Background: an optimization exercise with open tools, aiming at small area. Do not read the settings as production practice.
Only simulation tests tie the RTL to the original design; equivalence was not proved.
Power figures rest on the tool's default switching activity, not on a simulated workload.

==> run H <==
Design top, start of the top module:
module top(
    input  wire clk,
    input  wire rst_n,
    input  wire dq_in,
    output wire dq_oe,
    input  wire rx,
    output wire tx,
    output wire SH_CP,
    output wire ST_CP,
    output wire DS
);
==> flow/config.mk <==
export PLATFORM = sky130hd
export DESIGN_NAME = top
export DESIGN_NICKNAME = top
export VERILOG_FILES = /design/flow/design.v
export SDC_FILE = /design/flow/constraint.sdc
export NUM_CORES = 4
export LEC_CHECK = 0
export ABC_AREA = 1
export CAP_MARGIN = 20
export CORE_MARGIN = 2
export CORE_UTILIZATION = 80
export CTS_BUF_LIST = sky130_fd_sc_hd__clkbuf_8
export SLEW_MARGIN = 20
==> flow/constraint.sdc <==
create_clock -name core_clock -period 100.0 [get_ports {clk}]
set_input_delay 20.0000 -clock core_clock [delete_from_list [all_inputs] [get_ports {clk}]]
set_output_delay 20.0000 -clock core_clock [all_outputs]
set_load 0.01 [all_outputs]
run.sh (not shown) runs the stock make flow with config.mk's settings and CLKGATE_MAP_FILE= SYNTH_SCRIPT=/design/flow/synth_recipe.tcl, a recipe that flattens the netlist after the stock synthesis.
==> run R (differences from run H) <==
- CTS_BUF_LIST: sky130_fd_sc_hd__clkbuf_8 -> sky130_fd_sc_hd__clkbuf_4 sky130_fd_sc_hd__clkbuf_8
==> run E (differences from run H) <==
--- a/flow/design.v
+++ b/flow/design.v
@@ -34,15 +34,15 @@
     reg [2:0]  cs;
     reg        set_flag, convert_read;
     reg [1:0]  set_byte;
     reg [1:0]  cmd;
     reg [16:0] C;
     reg [1:0]  cmd_r;
     reg [11:0] cnt_60;       
-    reg        start_flag, cnt_byte;
+    reg        end_init, end_bit, start_flag, cnt_byte;
     reg [2:0]  cnt_bit;
     reg        ok;
     reg [1:0]  ratio_num;
     reg        ratio_en;
     reg [11:0] R;            
     reg        samp;
     wire st_idle = cs == S_IDLE;
@@ -55,26 +55,24 @@
     wire st_rdt  = cs == S_RDT;
     wire pres    = cmd_r == 2'd1;
     wire c_49999 = C[15:0] == 16'd49999;
     wire end_1000 = pres && c_49999;
     wire xb       = cmd_r == 2'd2 && !convert_read;
     wire end_1ms  = st_idle && (pres ? (C[15:0] == 16'd0) : xb ? (C == 17'd21998) : c_49999);
     wire end_750  = st_wait && C == 17'd99999;
-    wire end_init   = pres && C == 17'd0;
-    wire end_bit    = !start_flag && cmd == 2'd0;
     wire init2idle  = st_init && !ok && end_init;
     wire init2skrom = st_init && ok && end_init;
     wire skrom2set  = st_skrom && set_flag && end_bit;
     wire skrom2conv = st_skrom && !convert_read && end_bit;
     wire skrom2read = st_skrom && convert_read && end_bit;
     wire add_byte   = st_set && end_bit;
     wire set2idle   = add_byte && set_byte == 2'd3;
-    wire conv2wait  = st_conv && end_bit;
-    wire read2rdt   = st_read && end_bit;
-    wire rdt2idle   = st_rdt && end_bit && !cnt_byte;
+    wire conv2wait  = st_conv && ok;
+    wire read2rdt   = st_read && ok;
+    wire rdt2idle   = st_rdt && ok;
     reg [2:0] ns;
     always @(*) begin
         ns = cs;
         case (cs)
             S_IDLE:  if (end_1ms) ns = S_INIT;
             S_INIT:  if (init2idle) ns = S_IDLE; else if (init2skrom) ns = S_SKROM;
             S_SKROM: if (skrom2set) ns = S_SET; else if (skrom2conv) ns = S_CONV;
@@ -121,15 +119,14 @@
             else if (rdt2idle) convert_read <= 1'b0;
             if (add_byte) set_byte <= set_byte + 2'd1;
             if (end_1ms) cmd <= 2'd1;
             else if (init2skrom || skrom2set || skrom2conv || skrom2read || add_byte) cmd <= 2'd2;
             else if (read2rdt) cmd <= 2'd3;
             else cmd <= 2'd0;
             if (pres) C <= (cmd[1] || c_49999) ? 17'd0 : C + 17'd1;
-            else if (cmd == 2'd1) C <= 17'h10000;
             else if (st_idle) begin
                 if (xb && start_flag) C <= (end_us && cnt_bit != 3'd7) ? 17'd0 : C + 17'd1;
                 else if (xb) C <= (C == 17'd0 || end_1ms) ? 17'd0 : C + 17'd1;
                 else C <= c_49999 ? 17'd0 : C + 17'd1;
             end
             else if (st_wait) C <= end_750 ? 17'd0 : C + 17'd1;
             else if (start_flag) C <= end_us ? 17'd0 : C + 17'd1;
@@ -139,15 +136,19 @@
             if (end_us) cnt_bit <= cnt_bit + 3'd1;
             if (cmd_r != 2'd3) cnt_byte <= 1'b0;
             else if (end_cnt_bit) cnt_byte <= ~cnt_byte;
         end
     always @(posedge clk) begin
         if (!pres) cnt_60 <= 12'd0;
         else if (add_60) cnt_60 <= end_1000 ? 12'd0 : (cnt_60 == 12'd2999) ? cnt_60 : cnt_60 + 12'd1;
-        ok <= end_1000 && cnt_60 >= 12'd2999;
+        end_init <= end_1000;
+        end_bit <= end_cnt_bit;
+        ok <= pres ? (end_1000 && cnt_60 >= 12'd2999) :
+              (cmd_r == 2'd2) ? end_cnt_bit :
+              (cmd_r == 2'd3) ? (cnt_byte && end_cnt_bit) : 1'b0;
     end
     assign dq_oe = pres ? (C[15:0] <= 16'd24999) :
                    (cmd_r == 2'd0) ? 1'b0 :
                    !start_flag ? 1'b1 :
                    (cmd_r == 2'd2) ? (sd[cnt_bit] ? (cu <= 12'd349) : (cu <= 12'd3499)) :
                    (cu <= 12'd150);
     always @(posedge clk)
@@ -213,36 +214,21 @@
     end
     assign SH_CP = sh_r;
     assign ST_CP = st_r;
     assign DS    = ds_r;
     localparam R_IDLE = 2'd0, R_START = 2'd1, R_RECV = 2'd2, R_STOP = 2'd3;
     reg        rx0, rx1, rx2;
     reg [1:0]  rs;
-    function [8:0] lfsr_step;
-        input [8:0] v;
-        lfsr_step = {v[7:0], v[8] ^ v[4]};
-    endfunction
-    function [8:0] lfsr_at;      
-        input integer n;
-        integer k;
-        reg [8:0] v;
-        begin
-            v = 9'h001;
-            for (k = 0; k < n; k = k + 1) v = lfsr_step(v);
-            lfsr_at = v;
-        end
-    endfunction
-    localparam [8:0] L215 = lfsr_at(215), L433 = lfsr_at(433);
-    reg [8:0]  rcnt;         
+    reg [8:0]  rcnt;
     reg [2:0]  rbit;
     reg        chk, rx_done, ratio_en2;
     reg        rb0, rb1, a9, aL;
     wire nedge = ~rx1 & rx2;
-    wire end_r = rs != R_IDLE && rcnt == L433;
-    wire half  = rcnt == L215;
+    wire end_r = rs != R_IDLE && rcnt == 9'd433;
+    wire half  = rcnt == 9'd215;
     always @(posedge clk or negedge rst_n)
         if (!rst_n) begin
             rx0 <= 1'b0; rx1 <= 1'b0; rx2 <= 1'b0; rs <= R_IDLE; rbit <= 3'd0;
             rx_done <= 1'b0; ratio_en <= 1'b0; ratio_en2 <= 1'b0; ratio_num <= 2'd0;
         end else begin
             rx0 <= rx; rx1 <= rx0; rx2 <= rx1;
             case (rs)
@@ -259,15 +245,15 @@
             ratio_en2 <= ratio_en;
             if (ratio_en2) begin
                 if (a9) ratio_num <= 2'd3;
                 else if (aL && (rb0 || rb1)) ratio_num <= ~{rb1, rb0};
             end
         end
     always @(posedge clk) begin
-        rcnt <= (rs == R_IDLE || end_r) ? 9'h001 : lfsr_step(rcnt);
+        rcnt <= (rs == R_IDLE || end_r) ? 9'd0 : rcnt + 9'd1;
         case (rs)
             R_IDLE, R_RECV: chk <= 1'b1;
             R_START: if (half) chk <= ~rx2;
             default: if (half) chk <= rx2;
         endcase
         if (rs == R_RECV && half) begin
             case (rbit)
@@ -306,35 +292,20 @@
                                   4'd10, 4'd11: fdig = 4'd6; 4'd12: fdig = 4'd7; 4'd13, 4'd14: fdig = 4'd8;
                                   default: fdig = 4'd9; endcase
             endcase
         end
     endfunction
     localparam T_IDLE = 2'd0, T_START = 2'd1, T_SEND = 2'd2, T_STOP = 2'd3;
     reg [1:0]  ts;
-    function [8:0] lfsr_step;
-        input [8:0] v;
-        lfsr_step = {v[7:0], v[8] ^ v[4]};
-    endfunction
-    function [8:0] lfsr_at;      
-        input integer n;
-        integer k;
-        reg [8:0] v;
-        begin
-            v = 9'h001;
-            for (k = 0; k < n; k = k + 1) v = lfsr_step(v);
-            lfsr_at = v;
-        end
-    endfunction
-    localparam [8:0] L1 = lfsr_at(1), L432 = lfsr_at(432), L433 = lfsr_at(433);
-    reg [8:0]  tcnt;         
+    reg [8:0]  tcnt;
     reg [2:0]  tbit;
     reg        tx_done, tx_r, tx_start, sign_l;
     reg [3:0]  bcnt;
     reg [11:0] mr;           
-    wire end_t = ts != T_IDLE && tcnt == L433;
+    wire end_t = ts != T_IDLE && tcnt == 9'd433;
     wire add_b = tx_done && tx_start;
     wire end_b = add_b && bcnt == 4'd15;
     reg [7:0] tbyte;
     always @(*) begin
         case (bcnt)
             4'd0:  tbyte = 8'hce;
             4'd1:  tbyte = 8'hc2;
@@ -365,21 +336,21 @@
                 T_SEND:  if (end_t && tbit == 3'd7) ts <= T_STOP;
                 default: if (end_t) ts <= T_IDLE;
             endcase
             if (ts == T_SEND && end_t) tbit <= tbit + 3'd1;
             if (end_b) tx_start <= 1'b0;
             else if (end_1s) tx_start <= 1'b1;
             if (add_b) bcnt <= bcnt + 4'd1;
-            if (ts == T_START && tcnt == L1 && !tx_start) mr <= dig;
+            if (ts == T_START && tcnt == 9'd1 && !tx_start) mr <= dig;
         end
     always @(posedge clk) begin
-        tcnt <= (ts == T_IDLE || end_t) ? 9'h001 : lfsr_step(tcnt);
+        tcnt <= (ts == T_IDLE || end_t) ? 9'd0 : tcnt + 9'd1;
         tx_done <= ts == T_STOP && end_t;
         case (ts)
             T_START: tx_r <= 1'b0;
             T_SEND:  tx_r <= tbyte[tbit];
             default: tx_r <= 1'b1;
         endcase
-        if (ts == T_START && tcnt == L432) sign_l <= sign_live;
+        if (ts == T_START && tcnt == 9'd432) sign_l <= sign_live;
     end
     assign tx = tx_r;
 endmodule
- CORE_UTILIZATION: 80 -> 70
- CTS_BUF_LIST: sky130_fd_sc_hd__clkbuf_8 -> unset
==> results.txt <==
In sequential power, run R and run H hardly differ. In run H the via count is higher than in run E, by 1.3%. Non-clock buffer count is the same in run H and run E. Sequential share of layout area: run E < run R < run H. Clock skew: run R > run H > run E.
==> figures <==
Status: run H no timing/DRC/antenna violations; run R no timing/DRC/antenna violations; run E no timing/DRC/antenna violations
Register share of total power: run H 0.537; run R 0.532; run E 0.474
Switch Pwr: run H 0.0316 mW; run R 0.0319 mW; run E 0.0334 mW
Total number of multi-input combinational cells: run H 934; run R 934; run E 954
CP max FO: run H 5; run R 6; run E 6
Highest achievable clock rate: run H 43.4 MHz; run R 43.4 MHz; run E 43.3 MHz
Mean Syn Cell Area: run H 7.27 µm²; run R 7.27 µm²; run E 7.31 µm²
Post-synthesis cell area: run H 9660 µm²; run R 9660 µm²; run E 9900 µm²
Part of the Yosys area used for sequential elements: run H 0.360; run R 0.360; run E 0.355
Reg2reg setup slack: run H 94.09 ns; run R 94.09 ns; run E 94.22 ns
Arrival time reported for the critical path endpoint: run H 3.04 ns; run R 3.05 ns; run E 3.10 ns
Non-clock inverter count: run H 235; run R 235; run E 236

[port drivers added, routing unchanged]
The flow's constraints put no driver on any port. The routed layouts listed below were extracted and timed again, unchanged, in two steps. Step 1 assumes that a clkbuf_16 drives the clock port and a buf_2 every other input. Step 2, shift: input delay + t, output delay - t, t = (earliest + latest rising clock arrival at the registers) / 2. This alone moves slack from input paths to output paths. Slacks: no drivers / after step 1 / after step 2; pairs: no drivers / after step 1.
run | t (ns) | slack for setup (ns) | hold slack, ns | latest minus earliest clock arrival (ns) | worst slew at a driven data input, ns
run H | 0.495 | 76.956 / 76.917 / 77.412 | 0.361 / 0.361 / 0.361 | 0.016 / 0.016 | 0.03
run R | 0.494 | 76.948 / 76.909 / 77.403 | 0.354 / 0.354 / 0.354 | 0.015 / 0.016 | 0.03
run E | 0.473 | 76.897 / 76.852 / 77.325 | 0.373 / 0.373 / 0.373 | 0.009 / 0.008 | 0.03
After both steps setup and hold are still met in every run listed.
